From an optimization exercise on the open Yosys and OpenROAD flow, aimed at small area, a short achievable clock period and few clock cycles per item; shortcuts taken in it are not production practice. No functional check of the RTL was part of any run shown here. The clock port is modelled as an ideal driver; clocking choices that lean on that would not hold on a real chip. Power and IR drop assume default switching activity.

==> flow/design.v (outline; a module is shown in full before it is edited, if it fits) <==
// module Convolution: 2219 lines
// module fa: 6 lines
// module wsel: 7 lines
// module cpa: 24 lines
module Convolution(clk, rst_n, in_valid, weight_valid,
  In_IFM_1, In_IFM_2, In_IFM_3, In_IFM_4, In_IFM_5, In_IFM_6, In_IFM_7, In_IFM_8, In_IFM_9,
  In_Weight_1, In_Weight_2, In_Weight_3, In_Weight_4, In_Weight_5, In_Weight_6, In_Weight_7, In_Weight_8, In_Weight_9,
  out_valid, Out_OFM);
  // ...
==> flow/flow/run.sh <==
#!/bin/bash
# Own flow: the standard ORFS flow (standard synthesis, same steps and scripts), with
#  - port buffers of a plain small buffer cell (every input and output port still gets one),
#  - a tighter setup-slack target for the resizer's timing repair (flow/margin.txt),
#  - optionally (flow/post_cts.tcl) a step after clock-tree synthesis that sizes down cells
#    that are faster than needed, keeping the same setup-slack target.
# Each tool's full output goes to flow_orfs.log in this folder; ORFS's per-step logs stay
# under orfs/logs/.
set -euo pipefail
MARGIN=$(cat flow/margin.txt 2>/dev/null || echo 5.0)
export BUFFER_PORTS_ARGS="-buffer_cell sky130_fd_sc_hd__buf_1"
if [[ -f flow/post_cts.tcl ]]; then
  export POST_CTS_TCL=$PWD/flow/post_cts.tcl
fi
export OWN_MARGIN=$MARGIN
bash standard.sh SETUP_SLACK_MARGIN=$MARGIN finish > flow_orfs.log 2>&1
==> flow/flow/margin.txt <==
5.3
==> flow/flow/post_cts.tcl <==
# After clock-tree synthesis and its timing repair: size down cells on paths with more
# setup slack than the target, then legalise the placement again.
estimate_parasitics -placement
repair_timing -recover_power 100 -setup_margin $::env(OWN_MARGIN) -verbose
detailed_placement
check_placement -verbose
==> flow/standard.sh <==
#!/bin/bash
# synth_recipe.tcl (not shown) runs the flow's synth.tcl, then flattens the netlist and writes it again
# the make line also repeats each setting of config.mk as NAME=value (left out here)
make -C /OpenROAD-flow-scripts/flow DESIGN_CONFIG=/design/flow/config.mk WORK_HOME=/design/flow/orfs CLKGATE_MAP_FILE= SYNTH_SCRIPT=/design/flow/synth_recipe.tcl "${@:-finish}"
==> flow/config.mk <==
export PLATFORM = sky130hd
export DESIGN_NAME = Convolution
export DESIGN_NICKNAME = Convolution
export VERILOG_FILES = /design/flow/design.v
export SDC_FILE = /design/flow/constraint.sdc
export NUM_CORES = 8
export LEC_CHECK = 0
export ABC_CLOCK_PERIOD_IN_PS = 2000
export CAP_MARGIN = 20
export CORE_MARGIN = 2
export CORE_UTILIZATION = 60
export CTS_CLUSTER_DIAMETER = 100
export CTS_CLUSTER_SIZE = 20
export PLACE_DENSITY = 0.7
export SLEW_MARGIN = 20
export SYNTH_HIERARCHICAL = 1
==> flow/constraint.sdc <==
create_clock -name core_clock -period 8.0 [get_ports {clk}]
set_input_delay 1.6000 -clock core_clock [delete_from_list [all_inputs] [get_ports {clk}]]
set_output_delay 1.6000 -clock core_clock [all_outputs]
set_load 0.01 [all_outputs]
==> results.yml, run 1 <==
detailed_routing:
  remaining_drc_errors: 0
  wl_met1_um: 20800
  routed-wl-met3_um: 4960
  num_vias: 13600
  via_per_inst: 5.58
  dr_wl_met2_um: 28200
  top_layer: "met4"
grt:
  grt_pass1_wl_um: 91500
  grt.met3_usage: 0.0404
  grt.total_usage: 0.301
  busiest_layer: "met2"
  grt_max_degree: 45
clock_tree:
  clk_pin_slew_ns: 0.08
critical_path:
  cp-start-kind: "flop"
  reg2reg_setup_slack_ns: 5.10
  critPathRequiredTime_ns: 8.46
  cp_num_buf_inv: 0
  crit_fanout: 3
final_layout:
  nFlopsAndLatches: 388
  nets: 2615
  multi_input_area_share: 0.600
  largestClassByArea: "multi-input combinational cells"
  nClkBuffers: 26
  nMultiInputCombCells: 1284
logic_synthesis:
  synthSimpleGateAreaFrac: 0.0930
  ys.flop_type: "dfxtp_1"
  syn_inst: 1830
  synthAdderAreaFrac: 0.464
  yosysMostFrequentCell: "nand2_1"
  yosysTopAreaCellShare: 0.458
  synth_area_leaders: "fa_1, dfxtp_1, nand2_1"
  synth_compound_area_frac: 0.00540
timing:
  slew_violations: 0
  final.min_clock_period_ns: 2.90
die:
  tapcell.inserted: 532
  num_rows: 74
  fp.dieH_um: 206
status:
  status: "timing/DRC/antenna clean"
power:
  clk-power_mw: 1.20
  leakagePower_nw: 8.84
  seq_power_mw: 3.25
run:
  drv_cap: 0
==> inputs of run 2 (changes only) <==
--- a/flow/design.v
+++ b/flow/design.v
@@ -246,26 +246,16 @@
 reg k1_969;
 reg k1_970;
 reg k1_971;
 reg k1_972;
 reg k1_973;
 reg k1_974;
 reg k1_975;
 reg k1_976;
-reg k2_1247;
-reg k2_1248;
-reg k2_1249;
-reg k2_1250;
-reg k2_1251;
-reg k2_1252;
-reg k2_1253;
-reg k2_1254;
-reg k2_1255;
-reg k2_1256;
 reg k2_1257;
 reg k2_1258;
 reg k2_1259;
 reg k2_1260;
 reg k2_1261;
 reg k2_1262;
 reg k2_1263;
 reg k2_1264;
@@ -290,16 +280,21 @@
 reg k2_1283;
 reg k2_1284;
 reg k2_1285;
 reg k2_1286;
 reg k2_1287;
 reg k2_1288;
 reg k2_1289;
 reg k2_1290;
+reg k2_1291;
+reg k2_1292;
+reg k2_1293;
+reg k2_1294;
+reg k2_1295;
 wire pp1_0_0 = ~(x1[0] & w1[0]);
 wire pp1_0_1 = ~(x1[0] & w1[1]);
 wire pp1_0_2 = ~(x1[0] & w1[2]);
 wire pp1_0_3 = ~(x1[0] & w1[3]);
 wire pp1_0_4 = ~(x1[0] & w1[4]);
 wire pp1_0_5 = ~(x1[0] & w1[5]);
 wire pp1_0_6 = ~(x1[0] & w1[6]);
 wire pp1_0_7 = ~(x1[0] & w1[7]);
@@ -1727,271 +1722,281 @@
 fa u_s1029(.a(s1017), .b(s1019), .c(s1021), .s(s1029), .co(c1030));
 wire s1031, c1032;
 fa u_s1031(.a(s1023), .b(c1008), .c(s1025), .s(s1031), .co(c1032));
 wire s1033, c1034;
 fa u_s1033(.a(c1010), .b(s1027), .c(s1029), .s(s1033), .co(c1034));
 wire s1035, c1036;
 fa u_s1035(.a(c1012), .b(s1031), .c(c1014), .s(s1035), .co(c1036));
 wire s1037, c1038;
-fa u_s1037(.a(k1_852), .b(k1_853), .c(k1_854), .s(s1037), .co(c1038));
+fa u_s1037(.a(s1033), .b(c1016), .c(s1035), .s(s1037), .co(c1038));
 wire s1039, c1040;
-fa u_s1039(.a(k1_855), .b(k1_856), .c(k1_857), .s(s1039), .co(c1040));
+fa u_s1039(.a(k1_852), .b(k1_853), .c(k1_854), .s(s1039), .co(c1040));
 wire s1041, c1042;
-fa u_s1041(.a(k1_858), .b(k1_859), .c(k1_860), .s(s1041), .co(c1042));
+fa u_s1041(.a(k1_855), .b(k1_856), .c(k1_857), .s(s1041), .co(c1042));
 wire s1043, c1044;
-fa u_s1043(.a(k1_861), .b(k1_862), .c(k1_863), .s(s1043), .co(c1044));
+fa u_s1043(.a(k1_858), .b(k1_859), .c(k1_860), .s(s1043), .co(c1044));
 wire s1045, c1046;
-fa u_s1045(.a(k1_864), .b(k1_865), .c(k1_866), .s(s1045), .co(c1046));
+fa u_s1045(.a(k1_861), .b(k1_862), .c(k1_863), .s(s1045), .co(c1046));
 wire s1047, c1048;
-fa u_s1047(.a(k1_867), .b(k1_868), .c(k1_869), .s(s1047), .co(c1048));
+fa u_s1047(.a(k1_864), .b(k1_865), .c(k1_866), .s(s1047), .co(c1048));
 wire s1049, c1050;
-fa u_s1049(.a(c1018), .b(c1020), .c(c1022), .s(s1049), .co(c1050));
+fa u_s1049(.a(k1_867), .b(k1_868), .c(k1_869), .s(s1049), .co(c1050));
 wire s1051, c1052;
-fa u_s1051(.a(c1024), .b(s1037), .c(s1039), .s(s1051), .co(c1052));
+fa u_s1051(.a(c1018), .b(c1020), .c(c1022), .s(s1051), .co(c1052));
 wire s1053, c1054;
-fa u_s1053(.a(s1041), .b(s1043), .c(s1045), .s(s1053), .co(c1054));
+fa u_s1053(.a(c1024), .b(s1039), .c(s1041), .s(s1053), .co(c1054));
 wire s1055, c1056;
-fa u_s1055(.a(s1047), .b(c1026), .c(c1028), .s(s1055), .co(c1056));
+fa u_s1055(.a(s1043), .b(s1045), .c(s1047), .s(s1055), .co(c1056));
 wire s1057, c1058;
-fa u_s1057(.a(c1030), .b(s1049), .c(s1051), .s(s1057), .co(c1058));
+fa u_s1057(.a(s1049), .b(c1026), .c(c1028), .s(s1057), .co(c1058));
 wire s1059, c1060;
-fa u_s1059(.a(s1053), .b(c1032), .c(s1055), .s(s1059), .co(c1060));
+fa u_s1059(.a(c1030), .b(s1051), .c(s1053), .s(s1059), .co(c1060));
 wire s1061, c1062;
-fa u_s1061(.a(c1034), .b(s1057), .c(c1036), .s(s1061), .co(c1062));
+fa u_s1061(.a(s1055), .b(c1032), .c(s1057), .s(s1061), .co(c1062));
 wire s1063, c1064;
-fa u_s1063(.a(k1_870), .b(k1_871), .c(k1_872), .s(s1063), .co(c1064));
+fa u_s1063(.a(c1034), .b(s1059), .c(c1036), .s(s1063), .co(c1064));
 wire s1065, c1066;
-fa u_s1065(.a(k1_873), .b(k1_874), .c(k1_875), .s(s1065), .co(c1066));
+fa u_s1065(.a(k1_870), .b(k1_871), .c(k1_872), .s(s1065), .co(c1066));
 wire s1067, c1068;
-fa u_s1067(.a(k1_876), .b(k1_877), .c(k1_878), .s(s1067), .co(c1068));
+fa u_s1067(.a(k1_873), .b(k1_874), .c(k1_875), .s(s1067), .co(c1068));
 wire s1069, c1070;
-fa u_s1069(.a(k1_879), .b(k1_880), .c(k1_881), .s(s1069), .co(c1070));
+fa u_s1069(.a(k1_876), .b(k1_877), .c(k1_878), .s(s1069), .co(c1070));
 wire s1071, c1072;
-fa u_s1071(.a(k1_882), .b(k1_883), .c(k1_884), .s(s1071), .co(c1072));
+fa u_s1071(.a(k1_879), .b(k1_880), .c(k1_881), .s(s1071), .co(c1072));
 wire s1073, c1074;
-fa u_s1073(.a(k1_885), .b(k1_886), .c(k1_887), .s(s1073), .co(c1074));
+fa u_s1073(.a(k1_882), .b(k1_883), .c(k1_884), .s(s1073), .co(c1074));
 wire s1075, c1076;
-fa u_s1075(.a(k1_888), .b(c1038), .c(c1040), .s(s1075), .co(c1076));
+fa u_s1075(.a(k1_885), .b(k1_886), .c(k1_887), .s(s1075), .co(c1076));
 wire s1077, c1078;
-fa u_s1077(.a(c1042), .b(c1044), .c(c1046), .s(s1077), .co(c1078));
+fa u_s1077(.a(k1_888), .b(c1040), .c(c1042), .s(s1077), .co(c1078));
 wire s1079, c1080;
-fa u_s1079(.a(c1048), .b(s1063), .c(s1065), .s(s1079), .co(c1080));
+fa u_s1079(.a(c1044), .b(c1046), .c(c1048), .s(s1079), .co(c1080));
 wire s1081, c1082;
-fa u_s1081(.a(s1067), .b(s1069), .c(s1071), .s(s1081), .co(c1082));
+fa u_s1081(.a(c1050), .b(s1065), .c(s1067), .s(s1081), .co(c1082));
 wire s1083, c1084;
-fa u_s1083(.a(s1073), .b(c1050), .c(c1052), .s(s1083), .co(c1084));
+fa u_s1083(.a(s1069), .b(s1071), .c(s1073), .s(s1083), .co(c1084));
 wire s1085, c1086;
-fa u_s1085(.a(s1075), .b(c1054), .c(s1077), .s(s1085), .co(c1086));
+fa u_s1085(.a(s1075), .b(c1052), .c(c1054), .s(s1085), .co(c1086));
 wire s1087, c1088;
-fa u_s1087(.a(s1079), .b(s1081), .c(c1056), .s(s1087), .co(c1088));
+fa u_s1087(.a(s1077), .b(c1056), .c(s1079), .s(s1087), .co(c1088));
 wire s1089, c1090;
-fa u_s1089(.a(s1083), .b(c1058), .c(s1085), .s(s1089), .co(c1090));
+fa u_s1089(.a(s1081), .b(s1083), .c(c1058), .s(s1089), .co(c1090));
 wire s1091, c1092;
-fa u_s1091(.a(k1_889), .b(k1_890), .c(k1_891), .s(s1091), .co(c1092));
+fa u_s1091(.a(s1085), .b(c1060), .c(s1087), .s(s1091), .co(c1092));
 wire s1093, c1094;
-fa u_s1093(.a(k1_892), .b(k1_893), .c(k1_894), .s(s1093), .co(c1094));
+fa u_s1093(.a(k1_889), .b(k1_890), .c(k1_891), .s(s1093), .co(c1094));
 wire s1095, c1096;
-fa u_s1095(.a(k1_895), .b(k1_896), .c(k1_897), .s(s1095), .co(c1096));
+fa u_s1095(.a(k1_892), .b(k1_893), .c(k1_894), .s(s1095), .co(c1096));
 wire s1097, c1098;
-fa u_s1097(.a(k1_898), .b(k1_899), .c(k1_900), .s(s1097), .co(c1098));
+fa u_s1097(.a(k1_895), .b(k1_896), .c(k1_897), .s(s1097), .co(c1098));
 wire s1099, c1100;
-fa u_s1099(.a(k1_901), .b(k1_902), .c(k1_903), .s(s1099), .co(c1100));
+fa u_s1099(.a(k1_898), .b(k1_899), .c(k1_900), .s(s1099), .co(c1100));
 wire s1101, c1102;
-fa u_s1101(.a(k1_904), .b(k1_905), .c(k1_906), .s(s1101), .co(c1102));
+fa u_s1101(.a(k1_901), .b(k1_902), .c(k1_903), .s(s1101), .co(c1102));
 wire s1103, c1104;
-fa u_s1103(.a(k1_907), .b(k1_908), .c(c1064), .s(s1103), .co(c1104));
+fa u_s1103(.a(k1_904), .b(k1_905), .c(k1_906), .s(s1103), .co(c1104));
 wire s1105, c1106;
-fa u_s1105(.a(c1066), .b(c1068), .c(c1070), .s(s1105), .co(c1106));
+fa u_s1105(.a(k1_907), .b(k1_908), .c(c1066), .s(s1105), .co(c1106));
 wire s1107, c1108;
-fa u_s1107(.a(c1072), .b(c1074), .c(s1091), .s(s1107), .co(c1108));
+fa u_s1107(.a(c1068), .b(c1070), .c(c1072), .s(s1107), .co(c1108));
 wire s1109, c1110;
-fa u_s1109(.a(s1093), .b(s1095), .c(s1097), .s(s1109), .co(c1110));
+fa u_s1109(.a(c1074), .b(c1076), .c(s1093), .s(s1109), .co(c1110));
 wire s1111, c1112;
-fa u_s1111(.a(s1099), .b(s1101), .c(c1076), .s(s1111), .co(c1112));
+fa u_s1111(.a(s1095), .b(s1097), .c(s1099), .s(s1111), .co(c1112));
 wire s1113, c1114;
-fa u_s1113(.a(s1103), .b(c1078), .c(c1080), .s(s1113), .co(c1114));
+fa u_s1113(.a(s1101), .b(s1103), .c(c1078), .s(s1113), .co(c1114));
 wire s1115, c1116;
-fa u_s1115(.a(c1082), .b(s1105), .c(s1107), .s(s1115), .co(c1116));
+fa u_s1115(.a(s1105), .b(c1080), .c(c1082), .s(s1115), .co(c1116));
 wire s1117, c1118;
-fa u_s1117(.a(s1109), .b(s1111), .c(c1084), .s(s1117), .co(c1118));
+fa u_s1117(.a(c1084), .b(s1107), .c(s1109), .s(s1117), .co(c1118));
 wire s1119, c1120;
-fa u_s1119(.a(c1086), .b(s1113), .c(s1115), .s(s1119), .co(c1120));
+fa u_s1119(.a(s1111), .b(s1113), .c(c1086), .s(s1119), .co(c1120));
 wire s1121, c1122;
-fa u_s1121(.a(k1_909), .b(k1_910), .c(k1_911), .s(s1121), .co(c1122));
+fa u_s1121(.a(c1088), .b(s1115), .c(s1117), .s(s1121), .co(c1122));
 wire s1123, c1124;
-fa u_s1123(.a(k1_912), .b(k1_913), .c(k1_914), .s(s1123), .co(c1124));
+fa u_s1123(.a(c1090), .b(s1119), .c(c1092), .s(s1123), .co(c1124));
 wire s1125, c1126;
-fa u_s1125(.a(k1_915), .b(k1_916), .c(k1_917), .s(s1125), .co(c1126));
+fa u_s1125(.a(k1_909), .b(k1_910), .c(k1_911), .s(s1125), .co(c1126));
 wire s1127, c1128;
-fa u_s1127(.a(k1_918), .b(k1_919), .c(k1_920), .s(s1127), .co(c1128));
+fa u_s1127(.a(k1_912), .b(k1_913), .c(k1_914), .s(s1127), .co(c1128));
 wire s1129, c1130;
-fa u_s1129(.a(k1_921), .b(k1_922), .c(k1_923), .s(s1129), .co(c1130));
+fa u_s1129(.a(k1_915), .b(k1_916), .c(k1_917), .s(s1129), .co(c1130));
 wire s1131, c1132;
-fa u_s1131(.a(k1_924), .b(k1_925), .c(c1092), .s(s1131), .co(c1132));
+fa u_s1131(.a(k1_918), .b(k1_919), .c(k1_920), .s(s1131), .co(c1132));
 wire s1133, c1134;
-fa u_s1133(.a(c1094), .b(c1096), .c(c1098), .s(s1133), .co(c1134));
+fa u_s1133(.a(k1_921), .b(k1_922), .c(k1_923), .s(s1133), .co(c1134));
 wire s1135, c1136;
-fa u_s1135(.a(c1100), .b(c1102), .c(s1121), .s(s1135), .co(c1136));
+fa u_s1135(.a(k1_924), .b(k1_925), .c(c1094), .s(s1135), .co(c1136));
 wire s1137, c1138;
-fa u_s1137(.a(s1123), .b(s1125), .c(s1127), .s(s1137), .co(c1138));
+fa u_s1137(.a(c1096), .b(c1098), .c(c1100), .s(s1137), .co(c1138));
 wire s1139, c1140;
-fa u_s1139(.a(s1129), .b(c1104), .c(s1131), .s(s1139), .co(c1140));
+fa u_s1139(.a(c1102), .b(c1104), .c(s1125), .s(s1139), .co(c1140));
 wire s1141, c1142;
-fa u_s1141(.a(c1106), .b(c1108), .c(c1110), .s(s1141), .co(c1142));
+fa u_s1141(.a(s1127), .b(s1129), .c(s1131), .s(s1141), .co(c1142));
 wire s1143, c1144;
-fa u_s1143(.a(s1133), .b(s1135), .c(s1137), .s(s1143), .co(c1144));
+fa u_s1143(.a(s1133), .b(c1106), .c(s1135), .s(s1143), .co(c1144));
 wire s1145, c1146;
-fa u_s1145(.a(c1112), .b(s1139), .c(c1114), .s(s1145), .co(c1146));
+fa u_s1145(.a(c1108), .b(c1110), .c(c1112), .s(s1145), .co(c1146));
 wire s1147, c1148;
-fa u_s1147(.a(c1116), .b(s1141), .c(s1143), .s(s1147), .co(c1148));
+fa u_s1147(.a(s1137), .b(s1139), .c(s1141), .s(s1147), .co(c1148));
 wire s1149, c1150;
-fa u_s1149(.a(k1_926), .b(k1_927), .c(k1_928), .s(s1149), .co(c1150));
+fa u_s1149(.a(c1114), .b(s1143), .c(c1116), .s(s1149), .co(c1150));
 wire s1151, c1152;
-fa u_s1151(.a(k1_929), .b(k1_930), .c(k1_931), .s(s1151), .co(c1152));
+fa u_s1151(.a(c1118), .b(s1145), .c(s1147), .s(s1151), .co(c1152));
 wire s1153, c1154;
-fa u_s1153(.a(k1_932), .b(k1_933), .c(k1_934), .s(s1153), .co(c1154));
+fa u_s1153(.a(c1120), .b(s1149), .c(c1122), .s(s1153), .co(c1154));
 wire s1155, c1156;
-fa u_s1155(.a(k1_935), .b(k1_936), .c(k1_937), .s(s1155), .co(c1156));
+fa u_s1155(.a(k1_926), .b(k1_927), .c(k1_928), .s(s1155), .co(c1156));
 wire s1157, c1158;
-fa u_s1157(.a(k1_938), .b(k1_939), .c(k1_940), .s(s1157), .co(c1158));
+fa u_s1157(.a(k1_929), .b(k1_930), .c(k1_931), .s(s1157), .co(c1158));
 wire s1159, c1160;
-fa u_s1159(.a(k1_941), .b(c1122), .c(c1124), .s(s1159), .co(c1160));
+fa u_s1159(.a(k1_932), .b(k1_933), .c(k1_934), .s(s1159), .co(c1160));
 wire s1161, c1162;
-fa u_s1161(.a(c1126), .b(c1128), .c(c1130), .s(s1161), .co(c1162));
+fa u_s1161(.a(k1_935), .b(k1_936), .c(k1_937), .s(s1161), .co(c1162));
 wire s1163, c1164;
-fa u_s1163(.a(s1149), .b(s1151), .c(s1153), .s(s1163), .co(c1164));
+fa u_s1163(.a(k1_938), .b(k1_939), .c(k1_940), .s(s1163), .co(c1164));
 wire s1165, c1166;
-fa u_s1165(.a(s1155), .b(s1157), .c(c1132), .s(s1165), .co(c1166));
+fa u_s1165(.a(k1_941), .b(c1126), .c(c1128), .s(s1165), .co(c1166));
 wire s1167, c1168;
-fa u_s1167(.a(c1134), .b(c1136), .c(s1159), .s(s1167), .co(c1168));
+fa u_s1167(.a(c1130), .b(c1132), .c(c1134), .s(s1167), .co(c1168));
 wire s1169, c1170;
-fa u_s1169(.a(c1138), .b(s1161), .c(s1163), .s(s1169), .co(c1170));
+fa u_s1169(.a(s1155), .b(s1157), .c(s1159), .s(s1169), .co(c1170));
 wire s1171, c1172;
-fa u_s1171(.a(c1140), .b(s1165), .c(c1142), .s(s1171), .co(c1172));
+fa u_s1171(.a(s1161), .b(s1163), .c(c1136), .s(s1171), .co(c1172));
 wire s1173, c1174;
-fa u_s1173(.a(c1144), .b(s1167), .c(s1169), .s(s1173), .co(c1174));
+fa u_s1173(.a(c1138), .b(c1140), .c(s1165), .s(s1173), .co(c1174));
 wire s1175, c1176;
-fa u_s1175(.a(k1_942), .b(k1_943), .c(k1_944), .s(s1175), .co(c1176));
+fa u_s1175(.a(c1142), .b(s1167), .c(s1169), .s(s1175), .co(c1176));
 wire s1177, c1178;
-fa u_s1177(.a(k1_945), .b(k1_946), .c(k1_947), .s(s1177), .co(c1178));
+fa u_s1177(.a(c1144), .b(s1171), .c(c1146), .s(s1177), .co(c1178));
 wire s1179, c1180;
-fa u_s1179(.a(k1_948), .b(k1_949), .c(k1_950), .s(s1179), .co(c1180));
+fa u_s1179(.a(c1148), .b(s1173), .c(s1175), .s(s1179), .co(c1180));
 wire s1181, c1182;
-fa u_s1181(.a(k1_951), .b(k1_952), .c(k1_953), .s(s1181), .co(c1182));
+fa u_s1181(.a(c1150), .b(s1177), .c(c1152), .s(s1181), .co(c1182));
 wire s1183, c1184;
-fa u_s1183(.a(c1150), .b(c1152), .c(c1154), .s(s1183), .co(c1184));
+fa u_s1183(.a(k1_942), .b(k1_943), .c(k1_944), .s(s1183), .co(c1184));
 wire s1185, c1186;
-fa u_s1185(.a(c1156), .b(c1158), .c(s1175), .s(s1185), .co(c1186));
+fa u_s1185(.a(k1_945), .b(k1_946), .c(k1_947), .s(s1185), .co(c1186));
 wire s1187, c1188;
-fa u_s1187(.a(s1177), .b(s1179), .c(s1181), .s(s1187), .co(c1188));
+fa u_s1187(.a(k1_948), .b(k1_949), .c(k1_950), .s(s1187), .co(c1188));
 wire s1189, c1190;
-fa u_s1189(.a(c1160), .b(c1162), .c(c1164), .s(s1189), .co(c1190));
+fa u_s1189(.a(k1_951), .b(k1_952), .c(k1_953), .s(s1189), .co(c1190));
 wire s1191, c1192;
-fa u_s1191(.a(s1183), .b(s1185), .c(s1187), .s(s1191), .co(c1192));
+fa u_s1191(.a(c1156), .b(c1158), .c(c1160), .s(s1191), .co(c1192));
 wire s1193, c1194;
-fa u_s1193(.a(c1166), .b(c1168), .c(s1189), .s(s1193), .co(c1194));
+fa u_s1193(.a(c1162), .b(c1164), .c(s1183), .s(s1193), .co(c1194));
 wire s1195, c1196;
-fa u_s1195(.a(c1170), .b(s1191), .c(c1172), .s(s1195), .co(c1196));
+fa u_s1195(.a(s1185), .b(s1187), .c(s1189), .s(s1195), .co(c1196));
 wire s1197, c1198;
-fa u_s1197(.a(k1_954), .b(k1_955), .c(k1_956), .s(s1197), .co(c1198));
+fa u_s1197(.a(c1166), .b(c1168), .c(c1170), .s(s1197), .co(c1198));
 wire s1199, c1200;
-fa u_s1199(.a(k1_957), .b(k1_958), .c(k1_959), .s(s1199), .co(c1200));
+fa u_s1199(.a(s1191), .b(s1193), .c(s1195), .s(s1199), .co(c1200));
 wire s1201, c1202;
-fa u_s1201(.a(k1_960), .b(k1_961), .c(k1_962), .s(s1201), .co(c1202));
+fa u_s1201(.a(c1172), .b(c1174), .c(s1197), .s(s1201), .co(c1202));
 wire s1203, c1204;
-fa u_s1203(.a(c1176), .b(c1178), .c(c1180), .s(s1203), .co(c1204));
+fa u_s1203(.a(c1176), .b(s1199), .c(c1178), .s(s1203), .co(c1204));
 wire s1205, c1206;
-fa u_s1205(.a(c1182), .b(s1197), .c(s1199), .s(s1205), .co(c1206));
+fa u_s1205(.a(k1_954), .b(k1_955), .c(k1_956), .s(s1205), .co(c1206));
 wire s1207, c1208;
-fa u_s1207(.a(s1201), .b(c1184), .c(c1186), .s(s1207), .co(c1208));
+fa u_s1207(.a(k1_957), .b(k1_958), .c(k1_959), .s(s1207), .co(c1208));
 wire s1209, c1210;
-fa u_s1209(.a(c1188), .b(s1203), .c(s1205), .s(s1209), .co(c1210));
+fa u_s1209(.a(k1_960), .b(k1_961), .c(k1_962), .s(s1209), .co(c1210));
 wire s1211, c1212;
-fa u_s1211(.a(c1190), .b(s1207), .c(c1192), .s(s1211), .co(c1212));
+fa u_s1211(.a(c1184), .b(c1186), .c(c1188), .s(s1211), .co(c1212));
 wire s1213, c1214;
-fa u_s1213(.a(k1_963), .b(k1_964), .c(k1_965), .s(s1213), .co(c1214));
+fa u_s1213(.a(c1190), .b(s1205), .c(s1207), .s(s1213), .co(c1214));
 wire s1215, c1216;
-fa u_s1215(.a(k1_966), .b(k1_967), .c(k1_968), .s(s1215), .co(c1216));
+fa u_s1215(.a(s1209), .b(c1192), .c(c1194), .s(s1215), .co(c1216));
 wire s1217, c1218;
-fa u_s1217(.a(k1_969), .b(k1_970), .c(c1198), .s(s1217), .co(c1218));
+fa u_s1217(.a(c1196), .b(s1211), .c(s1213), .s(s1217), .co(c1218));
 wire s1219, c1220;
-fa u_s1219(.a(c1200), .b(c1202), .c(s1213), .s(s1219), .co(c1220));
+fa u_s1219(.a(c1198), .b(s1215), .c(c1200), .s(s1219), .co(c1220));
 wire s1221, c1222;
-fa u_s1221(.a(s1215), .b(s1217), .c(c1204), .s(s1221), .co(c1222));
+fa u_s1221(.a(s1217), .b(c1202), .c(s1219), .s(s1221), .co(c1222));
 wire s1223, c1224;
-fa u_s1223(.a(c1206), .b(s1219), .c(c1208), .s(s1223), .co(c1224));
+fa u_s1223(.a(k1_963), .b(k1_964), .c(k1_965), .s(s1223), .co(c1224));
 wire s1225, c1226;
-fa u_s1225(.a(s1221), .b(c1210), .c(s1223), .s(s1225), .co(c1226));
+fa u_s1225(.a(k1_966), .b(k1_967), .c(k1_968), .s(s1225), .co(c1226));
 wire s1227, c1228;
-fa u_s1227(.a(k1_971), .b(k1_972), .c(k1_973), .s(s1227), .co(c1228));
+fa u_s1227(.a(k1_969), .b(k1_970), .c(c1206), .s(s1227), .co(c1228));
 wire s1229, c1230;
-fa u_s1229(.a(k1_974), .b(c1214), .c(c1216), .s(s1229), .co(c1230));
+fa u_s1229(.a(c1208), .b(c1210), .c(s1223), .s(s1229), .co(c1230));
 wire s1231, c1232;
-fa u_s1231(.a(s1227), .b(c1218), .c(c1220), .s(s1231), .co(c1232));
+fa u_s1231(.a(s1225), .b(s1227), .c(c1212), .s(s1231), .co(c1232));
 wire s1233, c1234;
-fa u_s1233(.a(s1229), .b(c1222), .c(s1231), .s(s1233), .co(c1234));
+fa u_s1233(.a(c1214), .b(s1229), .c(c1216), .s(s1233), .co(c1234));
 wire s1235, c1236;
-fa u_s1235(.a(k1_975), .b(k1_976), .c(c1228), .s(s1235), .co(c1236));
+fa u_s1235(.a(s1231), .b(c1218), .c(s1233), .s(s1235), .co(c1236));
 wire s1237, c1238;
-fa u_s1237(.a(c1230), .b(s1235), .c(c1232), .s(s1237), .co(c1238));
+fa u_s1237(.a(k1_971), .b(k1_972), .c(k1_973), .s(s1237), .co(c1238));
 wire s1239, c1240;
-fa u_s1239(.a(1'b1), .b(k1_802), .c(k1_803), .s(s1239), .co(c1240));
+fa u_s1239(.a(k1_974), .b(c1224), .c(c1226), .s(s1239), .co(c1240));
 wire s1241, c1242;
-fa u_s1241(.a(1'b1), .b(c1240), .c(s979), .s(s1241), .co(c1242));
+fa u_s1241(.a(s1237), .b(c1228), .c(c1230), .s(s1241), .co(c1242));
 wire s1243, c1244;
-fa u_s1243(.a(c980), .b(s985), .c(c1242), .s(s1243), .co(c1244));
+fa u_s1243(.a(s1239), .b(c1232), .c(s1241), .s(s1243), .co(c1244));
 wire s1245, c1246;
-fa u_s1245(.a(1'b1), .b(s997), .c(c1244), .s(s1245), .co(c1246));
-wire s1291, c1292;
-fa u_s1291(.a(1'b1), .b(k2_1252), .c(k2_1290), .s(s1291), .co(c1292));
-wire s1293, c1294;
-fa u_s1293(.a(k2_1253), .b(k2_1254), .c(k2_1255), .s(s1293), .co(c1294));
-wire s1295, c1296;
-fa u_s1295(.a(1'b1), .b(k2_1256), .c(k2_1257), .s(s1295), .co(c1296));
-wire s1297, c1298;
-fa u_s1297(.a(k2_1258), .b(k2_1259), .c(k2_1260), .s(s1297), .co(c1298));
-wire s1299, c1300;
-fa u_s1299(.a(k2_1262), .b(k2_1263), .c(k2_1264), .s(s1299), .co(c1300));
-wire s1301, c1302;
-fa u_s1301(.a(k2_1266), .b(k2_1267), .c(k2_1268), .s(s1301), .co(c1302));
-wire s1303, c1304;
-fa u_s1303(.a(k2_1270), .b(k2_1271), .c(k2_1272), .s(s1303), .co(c1304));
-wire s1305, c1306;
-fa u_s1305(.a(k2_1274), .b(k2_1275), .c(k2_1276), .s(s1305), .co(c1306));
-wire s1307, c1308;
-fa u_s1307(.a(k2_1277), .b(k2_1278), .c(k2_1279), .s(s1307), .co(c1308));
-wire s1309, c1310;
-fa u_s1309(.a(1'b1), .b(k2_1281), .c(k2_1282), .s(s1309), .co(c1310));
-wire s1311, c1312;
-fa u_s1311(.a(k2_1283), .b(k2_1284), .c(k2_1285), .s(s1311), .co(c1312));
-wire s1313, c1314;
-fa u_s1313(.a(1'b1), .b(k2_1286), .c(k2_1287), .s(s1313), .co(c1314));
-wire s1315, c1316;
-fa u_s1315(.a(1'b1), .b(k2_1288), .c(k2_1289), .s(s1315), .co(c1316));
-wire s1317, c1318;
-fa u_s1317(.a(1'b1), .b(k2_1261), .c(c1296), .s(s1317), .co(c1318));
-wire s1319, c1320;
-fa u_s1319(.a(k2_1265), .b(c1298), .c(s1299), .s(s1319), .co(c1320));
-wire s1321, c1322;
-fa u_s1321(.a(k2_1269), .b(c1300), .c(s1301), .s(s1321), .co(c1322));
-wire s1323, c1324;
-fa u_s1323(.a(k2_1273), .b(c1302), .c(s1303), .s(s1323), .co(c1324));
-wire s1325, c1326;
-fa u_s1325(.a(1'b1), .b(c1304), .c(s1305), .s(s1325), .co(c1326));
-wire s1327, c1328;
-fa u_s1327(.a(k2_1280), .b(c1306), .c(s1307), .s(s1327), .co(c1328));
-wire s1329, c1330;
-fa u_s1329(.a(1'b1), .b(c1308), .c(s1309), .s(s1329), .co(c1330));
-wire s1331, c1332;
-fa u_s1331(.a(1'b1), .b(c1310), .c(s1311), .s(s1331), .co(c1332));
-wire s1333, c1334;
-fa u_s1333(.a(1'b1), .b(c1312), .c(s1313), .s(s1333), .co(c1334));
-wire s1335, c1336;
-fa u_s1335(.a(1'b1), .b(c1314), .c(s1315), .s(s1335), .co(c1336));
+fa u_s1245(.a(k1_975), .b(k1_976), .c(c1238), .s(s1245), .co(c1246));
+wire s1247, c1248;
+fa u_s1247(.a(c1240), .b(s1245), .c(c1242), .s(s1247), .co(c1248));
+wire s1249, c1250;
+fa u_s1249(.a(1'b1), .b(k1_802), .c(k1_803), .s(s1249), .co(c1250));
+wire s1251, c1252;
+fa u_s1251(.a(1'b1), .b(c1250), .c(s979), .s(s1251), .co(c1252));
+wire s1253, c1254;
+fa u_s1253(.a(c980), .b(s985), .c(c1252), .s(s1253), .co(c1254));
+wire s1255, c1256;
+fa u_s1255(.a(1'b1), .b(s997), .c(c1254), .s(s1255), .co(c1256));
+wire s1296, c1297;
+fa u_s1296(.a(1'b1), .b(k2_1262), .c(k2_1295), .s(s1296), .co(c1297));
+wire s1298, c1299;
+fa u_s1298(.a(1'b1), .b(k2_1263), .c(c1297), .s(s1298), .co(c1299));
+wire s1300, c1301;
+fa u_s1300(.a(k2_1264), .b(k2_1265), .c(k2_1266), .s(s1300), .co(c1301));
+wire s1302, c1303;
+fa u_s1302(.a(k2_1267), .b(k2_1268), .c(k2_1269), .s(s1302), .co(c1303));
+wire s1304, c1305;
+fa u_s1304(.a(1'b1), .b(k2_1271), .c(k2_1272), .s(s1304), .co(c1305));
+wire s1306, c1307;
+fa u_s1306(.a(k2_1273), .b(k2_1274), .c(k2_1275), .s(s1306), .co(c1307));
+wire s1308, c1309;
+fa u_s1308(.a(k2_1276), .b(k2_1277), .c(k2_1278), .s(s1308), .co(c1309));
+wire s1310, c1311;
+fa u_s1310(.a(k2_1279), .b(k2_1280), .c(k2_1281), .s(s1310), .co(c1311));
+wire s1312, c1313;
+fa u_s1312(.a(1'b1), .b(k2_1283), .c(k2_1284), .s(s1312), .co(c1313));
+wire s1314, c1315;
+fa u_s1314(.a(k2_1285), .b(k2_1286), .c(k2_1287), .s(s1314), .co(c1315));
+wire s1316, c1317;
+fa u_s1316(.a(k2_1288), .b(k2_1289), .c(k2_1290), .s(s1316), .co(c1317));
+wire s1318, c1319;
+fa u_s1318(.a(1'b1), .b(k2_1291), .c(k2_1292), .s(s1318), .co(c1319));
+wire s1320, c1321;
+fa u_s1320(.a(1'b1), .b(k2_1293), .c(k2_1294), .s(s1320), .co(c1321));
+wire s1322, c1323;
+fa u_s1322(.a(1'b1), .b(k2_1270), .c(c1301), .s(s1322), .co(c1323));
+wire s1324, c1325;
+fa u_s1324(.a(1'b1), .b(c1303), .c(s1304), .s(s1324), .co(c1325));
+wire s1326, c1327;
+fa u_s1326(.a(1'b1), .b(c1305), .c(s1306), .s(s1326), .co(c1327));
+wire s1328, c1329;
+fa u_s1328(.a(1'b1), .b(c1307), .c(s1308), .s(s1328), .co(c1329));
+wire s1330, c1331;
+fa u_s1330(.a(k2_1282), .b(c1309), .c(s1310), .s(s1330), .co(c1331));
+wire s1332, c1333;
+fa u_s1332(.a(1'b1), .b(c1311), .c(s1312), .s(s1332), .co(c1333));
+wire s1334, c1335;
+fa u_s1334(.a(1'b1), .b(c1313), .c(s1314), .s(s1334), .co(c1335));
+wire s1336, c1337;
+fa u_s1336(.a(1'b1), .b(c1315), .c(s1316), .s(s1336), .co(c1337));
+wire s1338, c1339;
+fa u_s1338(.a(1'b1), .b(c1317), .c(s1318), .s(s1338), .co(c1339));
+wire s1340, c1341;
+fa u_s1340(.a(1'b1), .b(c1319), .c(s1320), .s(s1340), .co(c1341));
 always @(posedge clk) begin
   k1_801 <= s7;
   k1_802 <= s25;
   k1_803 <= s27;
   k1_804 <= s53;
   k1_805 <= s55;
   k1_806 <= c28;
   k1_807 <= s57;
@@ -2159,98 +2164,287 @@
   k1_969 <= c780;
   k1_970 <= s795;
   k1_971 <= s797;
   k1_972 <= c794;
   k1_973 <= c796;
   k1_974 <= s799;
   k1_975 <= c798;
   k1_976 <= c800;
-  k2_1247 <= k1_801;
-  k2_1248 <= s1239;
-  k2_1249 <= s1241;
-  k2_1250 <= s1243;
-  k2_1251 <= s1245;
-  k2_1252 <= s1015;
-  k2_1253 <= s1033;
-  k2_1254 <= c1016;
-  k2_1255 <= s1035;
-  k2_1256 <= s1059;
-  k2_1257 <= s1061;
-  k2_1258 <= c1060;
-  k2_1259 <= s1087;
-  k2_1260 <= s1089;
-  k2_1261 <= c1062;
-  k2_1262 <= c1088;
-  k2_1263 <= s1117;
-  k2_1264 <= c1090;
-  k2_1265 <= s1119;
-  k2_1266 <= c1118;
-  k2_1267 <= s1145;
-  k2_1268 <= c1120;
-  k2_1269 <= s1147;
-  k2_1270 <= c1146;
-  k2_1271 <= s1171;
-  k2_1272 <= c1148;
-  k2_1273 <= s1173;
-  k2_1274 <= s1193;
-  k2_1275 <= c1174;
-  k2_1276 <= s1195;
-  k2_1277 <= s1209;
-  k2_1278 <= c1194;
-  k2_1279 <= s1211;
-  k2_1280 <= c1196;
-  k2_1281 <= c1212;
-  k2_1282 <= s1225;
-  k2_1283 <= c1224;
-  k2_1284 <= s1233;
-  k2_1285 <= c1226;
-  k2_1286 <= c1234;
-  k2_1287 <= s1237;
-  k2_1288 <= c1236;
-  k2_1289 <= c1238;
-  k2_1290 <= c1246;
+  k2_1257 <= k1_801;
+  k2_1258 <= s1249;
+  k2_1259 <= s1251;
+  k2_1260 <= s1253;
+  k2_1261 <= s1255;
+  k2_1262 <= s1015;
+  k2_1263 <= s1037;
+  k2_1264 <= s1061;
+  k2_1265 <= s1063;
+  k2_1266 <= c1038;
+  k2_1267 <= c1062;
+  k2_1268 <= s1089;
+  k2_1269 <= s1091;
+  k2_1270 <= c1064;
+  k2_1271 <= s1121;
+  k2_1272 <= s1123;
+  k2_1273 <= s1151;
+  k2_1274 <= c1124;
+  k2_1275 <= s1153;
+  k2_1276 <= s1179;
+  k2_1277 <= c1154;
+  k2_1278 <= s1181;
+  k2_1279 <= s1201;
+  k2_1280 <= c1180;
+  k2_1281 <= s1203;
+  k2_1282 <= c1182;
+  k2_1283 <= c1204;
+  k2_1284 <= s1221;
+  k2_1285 <= c1220;
+  k2_1286 <= s1235;
+  k2_1287 <= c1222;
+  k2_1288 <= c1234;
+  k2_1289 <= s1243;
+  k2_1290 <= c1236;
+  k2_1291 <= c1244;
+  k2_1292 <= s1247;
+  k2_1293 <= c1246;
+  k2_1294 <= c1248;
+  k2_1295 <= c1256;
 end
-wire [13:0] fa_a = {1'b1,c1316,s1335,s1333,s1331,s1329,s1327,s1325,s1323,s1321,s1319,s1297,c1294,c1292};
-wire [13:0] fa_b = {1'b1,c1336,c1334,c1332,c1330,c1328,c1326,c1324,c1322,c1320,c1318,s1317,s1295,s1293};
-wire [13:0] hi;
-cpa #(.N(14), .LV(4)) u_cpa(.a(fa_a), .b(fa_b), .s(hi));
+wire [12:0] fa_a = {1'b1,c1321,s1340,s1338,s1336,s1334,s1332,s1330,s1328,s1326,s1324,s1302,s1300};
+wire [12:0] fa_b = {1'b1,c1341,c1339,c1337,c1335,c1333,c1331,c1329,c1327,c1325,c1323,s1322,c1299};
+wire [12:0] hi;
+wire cg0, cp0;
+skm_g u_cg0(.a(fa_a[0]), .b(fa_b[0]), .y(cg0));
+skm_x u_cp0(.a(fa_a[0]), .b(fa_b[0]), .y(cp0));
+wire ct0;
+skm_t u_ct0(.a(fa_a[0]), .b(fa_b[0]), .y(ct0));
+wire cg1, cp1;
+skm_g u_cg1(.a(fa_a[1]), .b(fa_b[1]), .y(cg1));
+skm_x u_cp1(.a(fa_a[1]), .b(fa_b[1]), .y(cp1));
+wire ct1;
+skm_t u_ct1(.a(fa_a[1]), .b(fa_b[1]), .y(ct1));
+wire cg2, cp2;
+skm_g u_cg2(.a(fa_a[2]), .b(fa_b[2]), .y(cg2));
+skm_x u_cp2(.a(fa_a[2]), .b(fa_b[2]), .y(cp2));
+wire ct2;
+skm_t u_ct2(.a(fa_a[2]), .b(fa_b[2]), .y(ct2));
+wire cg3, cp3;
+skm_g u_cg3(.a(fa_a[3]), .b(fa_b[3]), .y(cg3));
+skm_x u_cp3(.a(fa_a[3]), .b(fa_b[3]), .y(cp3));
+wire ct3;
+skm_t u_ct3(.a(fa_a[3]), .b(fa_b[3]), .y(ct3));
+wire cg4, cp4;
+skm_g u_cg4(.a(fa_a[4]), .b(fa_b[4]), .y(cg4));
+skm_x u_cp4(.a(fa_a[4]), .b(fa_b[4]), .y(cp4));
+wire ct4;
+skm_t u_ct4(.a(fa_a[4]), .b(fa_b[4]), .y(ct4));
+wire cg5, cp5;
+skm_g u_cg5(.a(fa_a[5]), .b(fa_b[5]), .y(cg5));
+skm_x u_cp5(.a(fa_a[5]), .b(fa_b[5]), .y(cp5));
+wire ct5;
+skm_t u_ct5(.a(fa_a[5]), .b(fa_b[5]), .y(ct5));
+wire cg6, cp6;
+skm_g u_cg6(.a(fa_a[6]), .b(fa_b[6]), .y(cg6));
+skm_x u_cp6(.a(fa_a[6]), .b(fa_b[6]), .y(cp6));
+wire ct6;
+skm_t u_ct6(.a(fa_a[6]), .b(fa_b[6]), .y(ct6));
+wire cg7, cp7;
+skm_g u_cg7(.a(fa_a[7]), .b(fa_b[7]), .y(cg7));
+skm_x u_cp7(.a(fa_a[7]), .b(fa_b[7]), .y(cp7));
+wire ct7;
+skm_t u_ct7(.a(fa_a[7]), .b(fa_b[7]), .y(ct7));
+wire cg8, cp8;
+skm_g u_cg8(.a(fa_a[8]), .b(fa_b[8]), .y(cg8));
+skm_x u_cp8(.a(fa_a[8]), .b(fa_b[8]), .y(cp8));
+wire ct8;
+skm_t u_ct8(.a(fa_a[8]), .b(fa_b[8]), .y(ct8));
+wire cg9, cp9;
+skm_g u_cg9(.a(fa_a[9]), .b(fa_b[9]), .y(cg9));
+skm_x u_cp9(.a(fa_a[9]), .b(fa_b[9]), .y(cp9));
+wire ct9;
+skm_t u_ct9(.a(fa_a[9]), .b(fa_b[9]), .y(ct9));
+wire cg10, cp10;
+skm_g u_cg10(.a(fa_a[10]), .b(fa_b[10]), .y(cg10));
+skm_x u_cp10(.a(fa_a[10]), .b(fa_b[10]), .y(cp10));
+wire ct10;
+skm_t u_ct10(.a(fa_a[10]), .b(fa_b[10]), .y(ct10));
+wire cg11, cp11;
+skm_g u_cg11(.a(fa_a[11]), .b(fa_b[11]), .y(cg11));
+skm_x u_cp11(.a(fa_a[11]), .b(fa_b[11]), .y(cp11));
+wire ct11;
+skm_t u_ct11(.a(fa_a[11]), .b(fa_b[11]), .y(ct11));
+wire cg12, cp12;
+skm_g u_cg12(.a(fa_a[12]), .b(fa_b[12]), .y(cg12));
+skm_x u_cp12(.a(fa_a[12]), .b(fa_b[12]), .y(cp12));
+wire ct12;
+skm_t u_ct12(.a(fa_a[12]), .b(fa_b[12]), .y(ct12));
+wire pg0_12, pp0_12;
+skm_o11110 u_pg0_12(.gi(cg12), .pi(ct12), .gj(cg11), .pj(ct11), .go(pg0_12), .po(pp0_12));
+wire pg0_11, pp0_11;
+skm_o11110 u_pg0_11(.gi(cg11), .pi(ct11), .gj(cg10), .pj(ct10), .go(pg0_11), .po(pp0_11));
+wire pg0_10, pp0_10;
+skm_o11110 u_pg0_10(.gi(cg10), .pi(ct10), .gj(cg9), .pj(ct9), .go(pg0_10), .po(pp0_10));
+wire pg0_9, pp0_9;
+skm_o11110 u_pg0_9(.gi(cg9), .pi(ct9), .gj(cg8), .pj(ct8), .go(pg0_9), .po(pp0_9));
+wire pg0_8, pp0_8;
+skm_o11110 u_pg0_8(.gi(cg8), .pi(ct8), .gj(cg7), .pj(ct7), .go(pg0_8), .po(pp0_8));
+wire pg0_7, pp0_7;
+skm_o11110 u_pg0_7(.gi(cg7), .pi(ct7), .gj(cg6), .pj(ct6), .go(pg0_7), .po(pp0_7));
+wire pg0_6, pp0_6;
+skm_o11110 u_pg0_6(.gi(cg6), .pi(ct6), .gj(cg5), .pj(ct5), .go(pg0_6), .po(pp0_6));
+wire pg0_5, pp0_5;
+skm_o11110 u_pg0_5(.gi(cg5), .pi(ct5), .gj(cg4), .pj(ct4), .go(pg0_5), .po(pp0_5));
+wire pg0_4, pp0_4;
+skm_o11110 u_pg0_4(.gi(cg4), .pi(ct4), .gj(cg3), .pj(ct3), .go(pg0_4), .po(pp0_4));
+wire pg0_3, pp0_3;
+skm_o11110 u_pg0_3(.gi(cg3), .pi(ct3), .gj(cg2), .pj(ct2), .go(pg0_3), .po(pp0_3));
+wire pg0_2, pp0_2;
+skm_o11110 u_pg0_2(.gi(cg2), .pi(ct2), .gj(cg1), .pj(ct1), .go(pg0_2), .po(pp0_2));
+wire pg0_1, pp0_1;
+skm_o11110 u_pg0_1(.gi(cg1), .pi(ct1), .gj(cg0), .pj(ct0), .go(pg0_1), .po(pp0_1));
+wire pg1_12, pp1_12;
+skm_o00001 u_pg1_12(.gi(pg0_12), .pi(pp0_12), .gj(pg0_10), .pj(pp0_10), .go(pg1_12), .po(pp1_12));
+wire pg1_11, pp1_11;
+skm_o00001 u_pg1_11(.gi(pg0_11), .pi(pp0_11), .gj(pg0_9), .pj(pp0_9), .go(pg1_11), .po(pp1_11));
+wire pg1_10, pp1_10;
+skm_o00001 u_pg1_10(.gi(pg0_10), .pi(pp0_10), .gj(pg0_8), .pj(pp0_8), .go(pg1_10), .po(pp1_10));
+wire pg1_9, pp1_9;
+skm_o00001 u_pg1_9(.gi(pg0_9), .pi(pp0_9), .gj(pg0_7), .pj(pp0_7), .go(pg1_9), .po(pp1_9));
+wire pg1_8, pp1_8;
+skm_o00001 u_pg1_8(.gi(pg0_8), .pi(pp0_8), .gj(pg0_6), .pj(pp0_6), .go(pg1_8), .po(pp1_8));
+wire pg1_7, pp1_7;
+skm_o00001 u_pg1_7(.gi(pg0_7), .pi(pp0_7), .gj(pg0_5), .pj(pp0_5), .go(pg1_7), .po(pp1_7));
+wire pg1_6, pp1_6;
+skm_o00001 u_pg1_6(.gi(pg0_6), .pi(pp0_6), .gj(pg0_4), .pj(pp0_4), .go(pg1_6), .po(pp1_6));
+wire pg1_5, pp1_5;
+skm_o00001 u_pg1_5(.gi(pg0_5), .pi(pp0_5), .gj(pg0_3), .pj(pp0_3), .go(pg1_5), .po(pp1_5));
+wire pg1_4, pp1_4;
+skm_o00001 u_pg1_4(.gi(pg0_4), .pi(pp0_4), .gj(pg0_2), .pj(pp0_2), .go(pg1_4), .po(pp1_4));
+wire pg1_3, pp1_3;
+skm_o00001 u_pg1_3(.gi(pg0_3), .pi(pp0_3), .gj(pg0_1), .pj(pp0_1), .go(pg1_3), .po(pp1_3));
+wire pg1_2, pp1_2;
+skm_o00111 u_pg1_2(.gi(pg0_2), .pi(pp0_2), .gj(cg0), .pj(ct0), .go(pg1_2), .po(pp1_2));
+wire pg2_12, pp2_12;
+skm_o11110 u_pg2_12(.gi(pg1_12), .pi(pp1_12), .gj(pg1_8), .pj(pp1_8), .go(pg2_12), .po(pp2_12));
+wire pg2_11, pp2_11;
+skm_o11110 u_pg2_11(.gi(pg1_11), .pi(pp1_11), .gj(pg1_7), .pj(pp1_7), .go(pg2_11), .po(pp2_11));
+wire pg2_10, pp2_10;
+skm_o11110 u_pg2_10(.gi(pg1_10), .pi(pp1_10), .gj(pg1_6), .pj(pp1_6), .go(pg2_10), .po(pp2_10));
+wire pg2_9, pp2_9;
+skm_o11110 u_pg2_9(.gi(pg1_9), .pi(pp1_9), .gj(pg1_5), .pj(pp1_5), .go(pg2_9), .po(pp2_9));
+wire pg2_8, pp2_8;
+skm_o11110 u_pg2_8(.gi(pg1_8), .pi(pp1_8), .gj(pg1_4), .pj(pp1_4), .go(pg2_8), .po(pp2_8));
+wire pg2_7, pp2_7;
+skm_o11190 u_pg2_7(.gi(pg1_7), .pi(pp1_7), .gj(pg1_3), .pj(pg1_3), .go(pg2_7), .po(pp2_7));
+wire pg2_6, pp2_6;
+skm_o11190 u_pg2_6(.gi(pg1_6), .pi(pp1_6), .gj(pg1_2), .pj(pg1_2), .go(pg2_6), .po(pp2_6));
+wire pg2_5, pp2_5;
+skm_o11090 u_pg2_5(.gi(pg1_5), .pi(pp1_5), .gj(pg0_1), .pj(pg0_1), .go(pg2_5), .po(pp2_5));
+wire pg2_4, pp2_4;
+skm_o11110 u_pg2_4(.gi(pg1_4), .pi(pp1_4), .gj(cg0), .pj(ct0), .go(pg2_4), .po(pp2_4));
+wire pg3_12, pp3_12;
+skm_o00091 u_pg3_12(.gi(pg2_12), .pi(pp2_12), .gj(pg2_4), .pj(pg2_4), .go(pg3_12), .po(pp3_12));
+wire pg3_11, pp3_11;
+skm_o00191 u_pg3_11(.gi(pg2_11), .pi(pp2_11), .gj(pg1_3), .pj(pg1_3), .go(pg3_11), .po(pp3_11));
+wire pg3_10, pp3_10;
+skm_o00191 u_pg3_10(.gi(pg2_10), .pi(pp2_10), .gj(pg1_2), .pj(pg1_2), .go(pg3_10), .po(pp3_10));
+wire pg3_9, pp3_9;
+skm_o00091 u_pg3_9(.gi(pg2_9), .pi(pp2_9), .gj(pg0_1), .pj(pg0_1), .go(pg3_9), .po(pp3_9));
+wire pg3_8, pp3_8;
+skm_o00191 u_pg3_8(.gi(pg2_8), .pi(pp2_8), .gj(cg0), .pj(cg0), .go(pg3_8), .po(pp3_8));
+assign hi[0] = cp0;
+skm_s1 u_sum1(.p(cp1), .c(cg0), .s(hi[1]));
+skm_s0 u_sum2(.p(cp2), .c(pg0_1), .s(hi[2]));
+skm_s1 u_sum3(.p(cp3), .c(pg1_2), .s(hi[3]));
+skm_s1 u_sum4(.p(cp4), .c(pg1_3), .s(hi[4]));
+skm_s0 u_sum5(.p(cp5), .c(pg2_4), .s(hi[5]));
+skm_s0 u_sum6(.p(cp6), .c(pg2_5), .s(hi[6]));
+skm_s0 u_sum7(.p(cp7), .c(pg2_6), .s(hi[7]));
+skm_s0 u_sum8(.p(cp8), .c(pg2_7), .s(hi[8]));
+skm_s1 u_sum9(.p(cp9), .c(pg3_8), .s(hi[9]));
+skm_s1 u_sum10(.p(cp10), .c(pg3_9), .s(hi[10]));
+skm_s1 u_sum11(.p(cp11), .c(pg3_10), .s(hi[11]));
+skm_s1 u_sum12(.p(cp12), .c(pg3_11), .s(hi[12]));
 reg [19:0] ofm;
-always @(posedge clk) ofm <= {hi, ~{s1291,k2_1251,k2_1250,k2_1249,k2_1248,k2_1247}};
+always @(posedge clk) ofm <= {hi, ~{s1298,s1296,k2_1261,k2_1260,k2_1259,k2_1258,k2_1257}};
 assign Out_OFM = {1'd0, ofm};
 endmodule
 module fa(a, b, c, s, co);
 input a, b, c;
 output s, co;
 assign s = a ^ b ^ c;
 assign co = (a & b) | (a & c) | (b & c);
 endmodule
+module skm_g(a, b, y);
+input a, b;
+output y;
+assign y = ~(a | b);
+endmodule
+module skm_t(a, b, y);
+input a, b;
+output y;
+assign y = ~(a & b);
+endmodule
+module skm_x(a, b, y);
+input a, b;
+output y;
+assign y = a ^ b;
+endmodule
+module skm_o00001(gi, pi, gj, pj, go, po);
+input gi, pi, gj, pj;
+output go, po;
+assign go = (~gi | (~pi & ~gj));
+assign po = (~pi & ~pj);
+endmodule
+module skm_o00091(gi, pi, gj, pj, go, po);
+input gi, pi, gj, pj;
+output go, po;
+assign go = (~gi | (~pi & ~gj));
+assign po = 1'b0;
+endmodule
+module skm_o00111(gi, pi, gj, pj, go, po);
+input gi, pi, gj, pj;
+output go, po;
+assign go = (~gi | (~pi & gj));
+assign po = (~pi & pj);
+endmodule
+module skm_o00191(gi, pi, gj, pj, go, po);
+input gi, pi, gj, pj;
+output go, po;
+assign go = (~gi | (~pi & gj));
+assign po = 1'b0;
+endmodule
+module skm_o11090(gi, pi, gj, pj, go, po);
+input gi, pi, gj, pj;
+output go, po;
+assign go = ~(gi | (pi & ~gj));
+assign po = 1'b0;
+endmodule
+module skm_o11110(gi, pi, gj, pj, go, po);
+input gi, pi, gj, pj;
+output go, po;
+assign go = ~(gi | (pi & gj));
+assign po = ~(pi & pj);
+endmodule
+module skm_o11190(gi, pi, gj, pj, go, po);
+input gi, pi, gj, pj;
+output go, po;
+assign go = ~(gi | (pi & gj));
+assign po = 1'b0;
+endmodule
+module skm_s0(p, c, s);
+input p, c;
+output s;
+assign s = ~(p ^ c);
+endmodule
+module skm_s1(p, c, s);
+input p, c;
+output s;
+assign s = p ^ c;
+endmodule
 module wsel(s, a, b, y);
 parameter N = 8;
 input s;
 input [N-1:0] a, b;
 output [N-1:0] y;
 assign y = s ? a : b;
 endmodule
-module cpa(a, b, s);
-parameter N = 16;
-parameter LV = 4;   
-input [N-1:0] a, b;
-output [N-1:0] s;
-wire [(LV+1)*N-1:0] g, p;
-assign g[N-1:0] = {a[N-1:1] & b[N-1:1], a[0] | b[0]};   
-assign p[N-1:0] = a ^ b;
-genvar l, i;
-generate
-  for (l = 0; l < LV; l = l + 1) begin : lvl
-    for (i = 0; i < N; i = i + 1) begin : bt
-      if ((i >> l) % 2 == 1) begin : op
-        assign g[(l+1)*N+i] = g[l*N+i] | (p[l*N+i] & g[l*N+((i>>l)<<l)-1]);
-        assign p[(l+1)*N+i] = p[l*N+i] & p[l*N+((i>>l)<<l)-1];
-      end else begin : pass
-        assign g[(l+1)*N+i] = g[l*N+i];
-        assign p[(l+1)*N+i] = p[l*N+i];
-      end
-    end
-  end
-endgenerate
-assign s = ~(p[N-1:0] ^ {g[LV*N+N-2:LV*N], 1'b1});
-endmodule
==> flow/flow/margin.txt (replaced) <==
5.35
==> run 2 against run 1 <==
Still clean on timing, DRC and antenna. Critical path depth fell by 5. Non-clock buffer count shrank 9. Final cell count grew 1.2%. First-iteration DRC count is 12% higher. Maximum frequency grew 3.9%. Combinational power is 12% higher. Clock-buffer cell count down 1. Setup slack better by 0.11 ns. Global-route usage up 0.61 points. Register-to-register slack better by 0.11 ns. Clock power decreased by 3%.
==> results.yml, run 2 <==
run:
  drv_cap: 0
die:
  fp.dieH_um: 207
  ios: 170
  num_rows: 74
  initial_core_util: 0.606
  core_um2: 40600
  dieWidth_um: 207
  die_area_um2: 42700
final_layout:
  multi_input_area_um2: 15100
  final_area_um2: 24800
  final_common_cell: "nand2_1"
  nets: 2635
  final_cell_mix: "nand2_1, fa_1, dfxtp_1"
  final_util: 0.611
  layout-drive-gt1-share: 0.0763
  regMostFlops: "ofm"
  regArea_um2: 7700
  fillCellCount: 3282
  antennaDiodeCount: 0
  synthToLayoutAreaGrowth_pct: 0.726
  largest_register_ffs: 20
critical_path:
  critPathRequiredTime_ns: 8.51
  cp-end-kind: "flop"
  crit_type: "flop to flop"
  cp-start-kind: "flop"
  crit_fanout: 1
  cp_data_arrival_time_ns: 3.30
timing:
  setup_viol: 0
  slew_headroom: 0.600
  final.min_clock_period_ns: 2.79
  grt_setup_unrepaired: "true"
  slew_violations: 0
  fin_worst_skew_ns: 0.0136
  max_freq_mhz: 359
  totalNegativeSetupSlack_ns: 0
  tightest_slew_ns: 0.600
  period_share: 0.348
  hold_violations: 0
status:
  status: "timing/DRC/antenna clean"
detailed_routing:
  drtPass1Iterations: 5
  routed_wl_um: 61200
  antenna_left: 0
  wire_per_inst_um: 24.9
  via_per_inst: 5.61
  remaining_drc_errors: 0
  first_iter_violations: 1317
  num_vias: 13800
power:
  leakagePower_nw: 8.79
  ir_worst_vdd_mv: 0.394
  p_per_area_nw_per_um2: 474
placed_design:
  placed_cell_area_um2: 24300
  gp_congestion: 0.976
  io_buffer_count: 168
  dpl.hpwl_um: 51500
grt:
  grt_pass1_vias: 14900
  grt.total_usage: 0.307
  grt_max_degree: 49
  antenna_found_initial: 2
  grt_pass1_wl_um: 93000
  globalRouteOverflowTotal: 0
clock_tree:
  cts_sinks: 383
  worstSkewPairLatency_ns: 0.57
  clk_pin_slew_ns: 0.08
  cts_tree: "yes"
logic_synthesis:
  syn_inst: 1865
  synth_area_per_cell_um2: 13.2
  syn_area_um2: 24600
  ys.warnings.count: 7
min_path:
  hold_class: "flop to flop"
-- run 2: critical path, stage by stage (launching register included) --
cell and delay (ns):
dfxtp_1 0.33, fa_1 0.58, fa_2 0.45, fa_1 0.49
fa_2 0.37, fa_2 0.52
-- run 2: worst paths after layout --
check | slack, ns | cells after the start | endpoint | start
setup / recovery | 5.21 | 5 | k2_1278 | k1_909
hold / removal | 0.33 | 0 | k2_1257 | k1_801
setup reg to reg | 5.21 | 5 | k2_1278 | k1_909
hold reg to reg | 0.33 | 0 | k2_1257 | k1_801
max in group asynchronous | 6.98 | 1 | vld[0] | rst_n
min in group asynchronous | 0.84 | 1 | vld[3] | rst_n
-- run 2: report_power, final --
| group | switching [mW] | internal (mW) |
|---|---|---|
| combinational | 3.98 | 3.40 |
| sequential | 0.493 | 2.73 |
| clock | 0.637 | 0.528 |
| total | 5.11 | 6.66 |
-- run 2: cell type report --
class	instances	area share
Multi-Input combinational cell	1335	0.609
Sequential cell	383	0.310
Timing Repair Buffer	169	0.0272
Tap cell	532	0.0268
Clock buffer	25	0.0239
Inverter	12	0.00182
Clock inverter	2	0.000756
-- run 2: through the flow --
stage                     setup WS, ns  hold slack, ns  std cells  total power, mW
after floorplan                   5.32           0.310       1884             8.28
after global placement            4.64           0.315       2431             10.2
after detailed placement          4.58           0.316       2431             10.5
after global routing              5.17           0.358       2458             13.0
final                             5.21           0.330       2458             11.8
-- run 2: layer usage --
metal / routed length [um] / track usage / share of wire
met4: 3540 / 0.137 / 0.058
met1: 24400 / 0.438 / 0.40
met3: 5690 / 0.0543 / 0.093
met2: 27500 / 0.467 / 0.45
met5: 24 / 0 / 0.00039

port drivers added, routing unchanged:
No port has a modelled driver above. Below, the same layouts with a new extraction and two added sets of constraints.
Step 1 sets driving cells, clkbuf_16 on the clock port and buf_2 on the other inputs (assumed; they add their load-dependent delay and slew).
Step 2, shift: input delay + t, output delay - t, t = (earliest + latest rising clock arrival at the registers) / 2. This alone moves slack from input paths to output paths.
a / b / c = ideal / step 1 / step 2; a / b = the first two.
run	t (ns)	slack for setup (ns)	latest minus earliest clock arrival (ns)	worst register clock-pin slew, ns
run 1	0.609	5.103 / 5.103 / 5.100	0.020 / 0.021	0.09 / 0.09
run 2	0.615	5.213 / 5.213 / 4.752	0.014 / 0.014	0.09 / 0.09
After both steps every run listed still meets setup and hold. The setup slack of run 2, which loses most, moves by 0.000 ns with the drivers and by -0.461 ns with both steps.
